Context: an optimization exercise on an open-source flow, tuned for small area, a short achievable clock period and few clock cycles. The choices shown serve that exercise and are no tape-out recipe.
The RTL was checked by simulation tests, not by an equivalence proof against the original design.

## flow/config.mk

```make
export PLATFORM = sky130hd
export DESIGN_NAME = JAM
export DESIGN_NICKNAME = JAM
export VERILOG_FILES = /design/flow/design.v
export SDC_FILE = /design/flow/constraint.sdc
export NUM_CORES = 4
export LEC_CHECK = 0
export CAP_MARGIN = 20
export CORE_MARGIN = 2
export CORE_UTILIZATION = 40
export PLACE_DENSITY = 0.6
export SLEW_MARGIN = 20
```

## flow/constraint.sdc

```tcl
create_clock -name core_clock -period 4.5 [get_ports {CLK}]
set_input_delay 0.9000 -clock core_clock [delete_from_list [all_inputs] [get_ports {CLK}]]
set_output_delay 0.9000 -clock core_clock [all_outputs]
set_load 0.01 [all_outputs]
```

## flow/design.v

```verilog
module JAM (
    input CLK,
    input RST,
    output [2:0] W,
    output [2:0] J,
    input [6:0] Cost,
    output [3:0] MatchCount,
    output [9:0] MinCost,
    output Valid
);
    localparam [1:0] P1 = 2'd0, P2 = 2'd1, DFS = 2'd2, DONE = 2'd3;
    reg [1:0] ph;
    reg [5:0] t;           
    reg       jv;          
    reg [7:0] used;        
    reg [6:0] u [0:7];
    reg [6:0] v [0:7];
    reg [9:0] lb [1:7];    
    reg [9:0] lb0;         
    reg [2:0] js [0:6];    
    reg [6:0] last;        
    reg [9:0] best;
    reg [3:0] cnt;
    reg [6:0] gmin;
    reg [2:0] gj;
    reg [9:0] g2;
    assign Valid = (ph == DONE);
    assign MinCost = best;
    assign MatchCount = cnt;
    wire [2:0] hi = t[5:3];
    wire [2:0] lo = t[2:0];
    assign W = (ph == P2) ? lo : hi;
    assign J = (ph == P2) ? hi : lo;
    wire [6:0] uw = u[W];
    wire [6:0] vj = v[J];
    wire [6:0] red = Cost - uw;                  
    wire [6:0] pv  = (ph == P2) ? red : Cost;    
    wire [6:0] acc = (ph == P2) ? vj : uw;       
    wire       first = (lo == 3'd0);
    wire       lastc = (lo == 3'd7);
    wire [6:0] rmin = (first || pv < acc) ? pv : acc;
    wire       gfree = (ph == P2) ? used[lo] : (~used[lo] || hi == 3'd0);
    wire [6:0] gcur = first ? 7'd127 : gmin;
    wire       gtake = gfree && (pv <= gcur);
    wire [6:0] gval = gtake ? pv : gcur;
    wire [2:0] gidx = gtake ? lo : gj;
    wire [2:0] k = hi;
    wire [2:0] j = lo;
    wire [9:0] lbk = (k == 3'd0) ? lb0 : lb[k];
    wire [9:0] base = lbk - {3'd0, uw} - {3'd0, vj};        
    wire [10:0] room = {1'b0, best} - {1'b0, base};       
    wire       rneg = room[10];
    wire       rbig = !rneg && (room[9:7] != 3'd0);           
    wire       le = rbig || (!rneg && Cost <= room[6:0]);
    wire       eq = !rneg && !rbig && (Cost == room[6:0]);
    wire [9:0] s = base + {3'd0, Cost};
    wire       leaf = (k == 3'd7);
    wire       desc = jv && !leaf && le;
    function [2:0] lowest;
        input [7:0] m;
        begin
            casez (m)
                8'b???????1: lowest = 3'd0;
                8'b??????10: lowest = 3'd1;
                8'b?????100: lowest = 3'd2;
                8'b????1000: lowest = 3'd3;
                8'b???10000: lowest = 3'd4;
                8'b??100000: lowest = 3'd5;
                8'b?1000000: lowest = 3'd6;
                default:     lowest = 3'd7;
            endcase
        end
    endfunction
    function [7:0] above;    
        input [2:0] x;
        begin
            above = 8'hfe << x;
        end
    endfunction
    wire [7:0] jbit = 8'd1 << j;
    wire [7:0] nextm = ~used & above(j);          
    wire       has_next = jv && (nextm != 8'd0);
    wire [2:0] nextj = lowest(nextm);
    wire [2:0] downj = lowest(~(used | jbit));    
    wire [2:0] km1 = k - 3'd1;
    wire [2:0] jsp = js[km1];
    wire [2:0] popj = lowest(~used & above(jsp));
    wire       popv = ~last[km1];
    integer i;
    always @(posedge CLK or posedge RST) begin
        if (RST) begin
            ph <= P1;
            t <= 6'd0;
        end else begin
            case (ph)
                P1: begin
                    t <= t + 6'd1;
                    if (t == 6'd63) ph <= P2;
                end
                P2: begin
                    t <= t + 6'd1;
                    if (t == 6'd63) ph <= DFS;
                end
                DFS: begin
                    if (desc) t <= {k + 3'd1, downj};
                    else if (has_next) t <= {k, nextj};
                    else if (k == 3'd0) ph <= DONE;
                    else t <= {km1, popj};
                end
                default: ;
            endcase
        end
    end
    always @(posedge CLK) begin
        case (ph)
            P1: begin
                u[hi] <= rmin;
                gmin <= gval;
                gj <= gidx;
                if (lastc) begin
                    lb0 <= (hi == 3'd0) ? {3'd0, rmin} : lb0 + {3'd0, rmin};
                    best <= ((hi == 3'd0) ? 10'd0 : best) + {3'd0, gval};
                    used <= ((hi == 3'd0) ? 8'd0 : used) | (8'd1 << gidx);
                end
            end
            P2: begin
                v[hi] <= rmin;
                gmin <= gval;
                gj <= gidx;
                if (lastc) begin
                    lb0 <= lb0 + {3'd0, rmin};
                    g2 <= ((hi == 3'd0) ? lb0 : g2) + {3'd0, gval};
                    used <= used & ~(8'd1 << gidx);
                    if (hi == 3'd7) begin
                        if (g2 + {3'd0, gval} < best) best <= g2 + {3'd0, gval};
                        cnt <= 4'd0;
                        jv <= 1'b1;
                    end
                end
            end
            DFS: begin
                if (jv && leaf) begin
                    if (le && !eq) begin
                        best <= s;
                        cnt <= 4'd1;
                    end else if (eq) cnt <= cnt + 4'd1;
                end
                if (desc) begin
                    lb[k + 3'd1] <= s;
                    js[k] <= j;
                    last[k] <= ~has_next;
                    used <= used | jbit;
                    jv <= 1'b1;
                end else if (has_next) begin
                    jv <= 1'b1;
                end else begin
                    used <= used & ~(8'd1 << jsp);
                    jv <= popv;
                end
            end
            default: ;
        endcase
    end
endmodule
```

## flow/run.sh

```bash
#!/bin/bash
# synth_recipe.tcl (not shown) runs the flow's synth.tcl, then flattens the netlist and writes it again
# the make line also repeats each setting of config.mk as NAME=value (left out here)
make -C /OpenROAD-flow-scripts/flow DESIGN_CONFIG=/design/flow/config.mk WORK_HOME=/design/flow/orfs CLKGATE_MAP_FILE= SYNTH_SCRIPT=/design/flow/synth_recipe.tcl finish
```

==> run summary <==
Die H: 207 µm
Synth cell types: 101
Area Overhead vs Synth: 42.2%
Clock Tree Buf Depth: 3
number of buffers created by CTS: 30
syn_nets: 1541
initial antenna violation count: 0
Inst Count DP: 2272
Post-synth top cells: 263 x edfxtp_1, 107 x inv_1, 105 x ha_1, 96 x nor2_1, 83 x a21oi_1
Max Cap Viol: 0
Crit Path Class: register to register
PortBufs: 29
GR peak layer: met2
max-slew violation count: 0
Failing Checks: setup timing
clk slew on worst S/H paths: 60 ps
1st-iter DRT viols: 1165
TritonCTS clock tree: yes
Area contributors post-synth: edfxtp_1 48%, ha_1 7.9%, mux4_2 3.8%
first-pass GRT wire length: 79.2 mm
peak per-stage delay on the critical path: 530 ps
Cell Area, Synth: 0.0165 mm²
Critical path buffers and inverters: 13
# IOs: 30
outcome: complete, but fails checks
final wirelength: 53.2 mm
ys async rst share: 2.95%
f_max: 0.149 GHz
worst-path maximum fanout: 10
Fin. Hold Viols: 0
Final Net Count: 1975
Worst EP required: 4800 ps
gp weighted congestion: 0.897
CTS sink count: 271
cell family with most CP delay: buffers and inverters
Yosys top cell area share: 47.7%
largest net degree at the start of global routing: 31
vias in the first global route: 13400
GR Overflow Total: 0
startpoint types: register
vias per cell: 5.64
Tcrit/Tclk final: 149%
share of the yosys chip area belonging to registers: 48.9%
Cells after Synth: 1415
FILL cells: 3211
die outline area: 0.0430 mm²
met2 usage: 40.5%
Wirelength per Cell: 22.1 µm
later-pin clock latency in the skew report: 590 ps
die width: 207 µm
worst-margin pin slew: 1050 ps
clk_skew: 27.8 ps
CTS H-tree depth: 1
Antenna Cells: 0
most common flop cell mapped by yosys: edfxtp_1
Final WS setup: -2200 ps
grt met1 use: 31.7%
Initial Util: 40.5%
Critical Path End Type: register
met3 Resource Use GR: 3.36%
setup tns final: -456750 ps
Post-CTS Hold Buffers: 0
Detailed Routing Iterations Pass 1: 7
syn_area_per_cell: 11.7 µm²
most numerous cell in the Yosys netlist: edfxtp_1
# setup viols final: 340
synth warn: 1
CP max stage cell: mux4_2
unrepaired setup endpoints after global routing: true
clk root buf: clkbuf_16
post-route minimum period: 6700 ps
ratio of cells with drive above 1 in the final layout: 42.5%
HPWL after DPL: 38.6 mm
# rows: 74
Post-synth EDFFs: 263
final non-filler cell total: 2405
Hold Crit Class: register to register
# DRC: 0
relative slew slack: 29.8%
CP arrival: 7000 ps
largest area contributor in the netlist: edfxtp_1
GR Util All Layers: 23.7%
vias: 13600
antenna violation net count after detailed routing: 0
core area: 0.0408 mm²
register bit count reported by yosys: 271
[state kept, by name, summed over array words and instances (netlist names), 8 cells and up]
name / flops
v: 56
js: 21
lb0: 10
g2: 10
lb: 70
u: 56
used: 8
best: 10
[area by class of cell]
| class | instances | area, µm² | area share, % |
|---|---|---|---|
| repair buffers | 462 | 3950 | 16.8 |
| well taps | 532 | 666 | 2.83 |
| clock inverters | 24 | 303 | 1.29 |
| inverters | 113 | 430 | 1.83 |
| flip-flops and latches | 271 | 8100 | 34.4 |
| multi-input cells | 971 | 9300 | 39.5 |
| clock buffers | 32 | 779 | 3.31 |
[layout by cell type (no fill, tap or decap), types with 12 or more instances in the layout]
master	netlist	layout
a21o_1	25	25
a21oi_1	83	53
a21oi_2	0	28
a221oi_1	23	16
buf_12	0	13
buf_4	4	365
buf_6	5	51
clkbuf_16	0	33
clkdlybuf4s50_1	0	29
edfxtp_1	263	263
ha_1	105	72
ha_4	0	29
inv_1	107	96
inv_2	4	14
mux2_2	21	18
mux2i_1	31	24
mux4_2	28	29
nand2_1	80	69
nand2b_1	14	14
nand3_1	24	22
nor2_1	96	85
nor2b_1	20	18
nor3_1	22	12
o211ai_1	17	17
o21a_1	16	14
o21ai_0	74	47
o21ai_1	8	17
o21ai_2	0	16
xnor2_1	33	24
xor2_1	18	14
[worst register-to-register path: cells and delay by family (launching register included)]
kind            cells  cell delay [ps]
buf+inv            13             1790
flops               1              390
compound gates      4              610
fa+ha+maj           4             1340
simple gates        7             1240
mux                 3             1050
[per-stage QoR]
step                cell area, µm²  util (%)  setup WS, ps  hold slack (ps)
finish                       23500      57.6         -2200              567
global route                 23500      57.6         -2420              620
CTS                          22400      54.8         -2100              573
detailed placement           20200      49.6         -2440              558
global placement             20200      49.6         -2390              541
floorplan                    16800         -         -2250              520
[routing by layer]
layer  wire [µm]  up-vias
met1       23000     6814
met5           0        -
met3        2580       92
met4        1410        0
met2       26200      392
li1            -     6269
[cells by family (layout without fill, tap and decap cells)]
family	count (synthesis)	count (layout)	synth area share, %
flops	271	271	48.9
xor+xnor	54	54	2.99
mux	86	86	7.92
simple gates	326	326	9.73
fa+ha+maj	118	118	9.45
compound gates	386	387	16.5
buf+inv	174	631	4.42
[final timing paths]
kind	startpoint	end	slack, ps	cells past startpoint
max in group asynchronous	RST	t[3]$_DFFE_PP0P_	3580	2
worst min-delay path	last[3]$_DFFE_PP_	last[3]$_DFFE_PP_	570	2
min in group asynchronous	RST	t[0]$_DFFE_PP0P_	610	2
worst max register to register	ph[1]$_DFFE_PP0P_	lb[4][2]$_DFFE_PP_	-2200	31
worst min register to register	last[3]$_DFFE_PP_	last[3]$_DFFE_PP_	570	2
worst max-delay path	ph[1]$_DFFE_PP0P_	lb[4][2]$_DFFE_PP_	-2200	31
[what timing repair did]
action                                  in CTS  in global routing
buffers inserted                            54                 30
pin swaps                                   55                114
endpoints found under the setup margin     340                349
gates cloned                                 2                  3
resized for setup                          130                188
Testbench counts, summed over its fixed seeds: cycles 29,529.

==> re-timing with driven ports <==
No port has a modelled driver above. Below, the same layout with a new extraction and two added sets of constraints.
Step 1: set_driving_cell puts a clkbuf_16 on CLK and a buf_2 on each other input, an assumption about the parent block.
Step 2 also shifts input and output timing later by t, the mid clock arrival at the registers, as if the neighbouring blocks saw the same clock.
Slacks: ideal ports / drivers / drivers and shift; pairs: ideal ports / drivers.
t (ns): 0.633
setup WS [ns]: -2.204 / -2.204 / -2.204
latest minus earliest clock arrival (ns): 0.027 / 0.027
pins driven straight from the clock port: 1
The setup slack of this run moves by 0.000 ns with the drivers and by 0.000 ns with both steps.
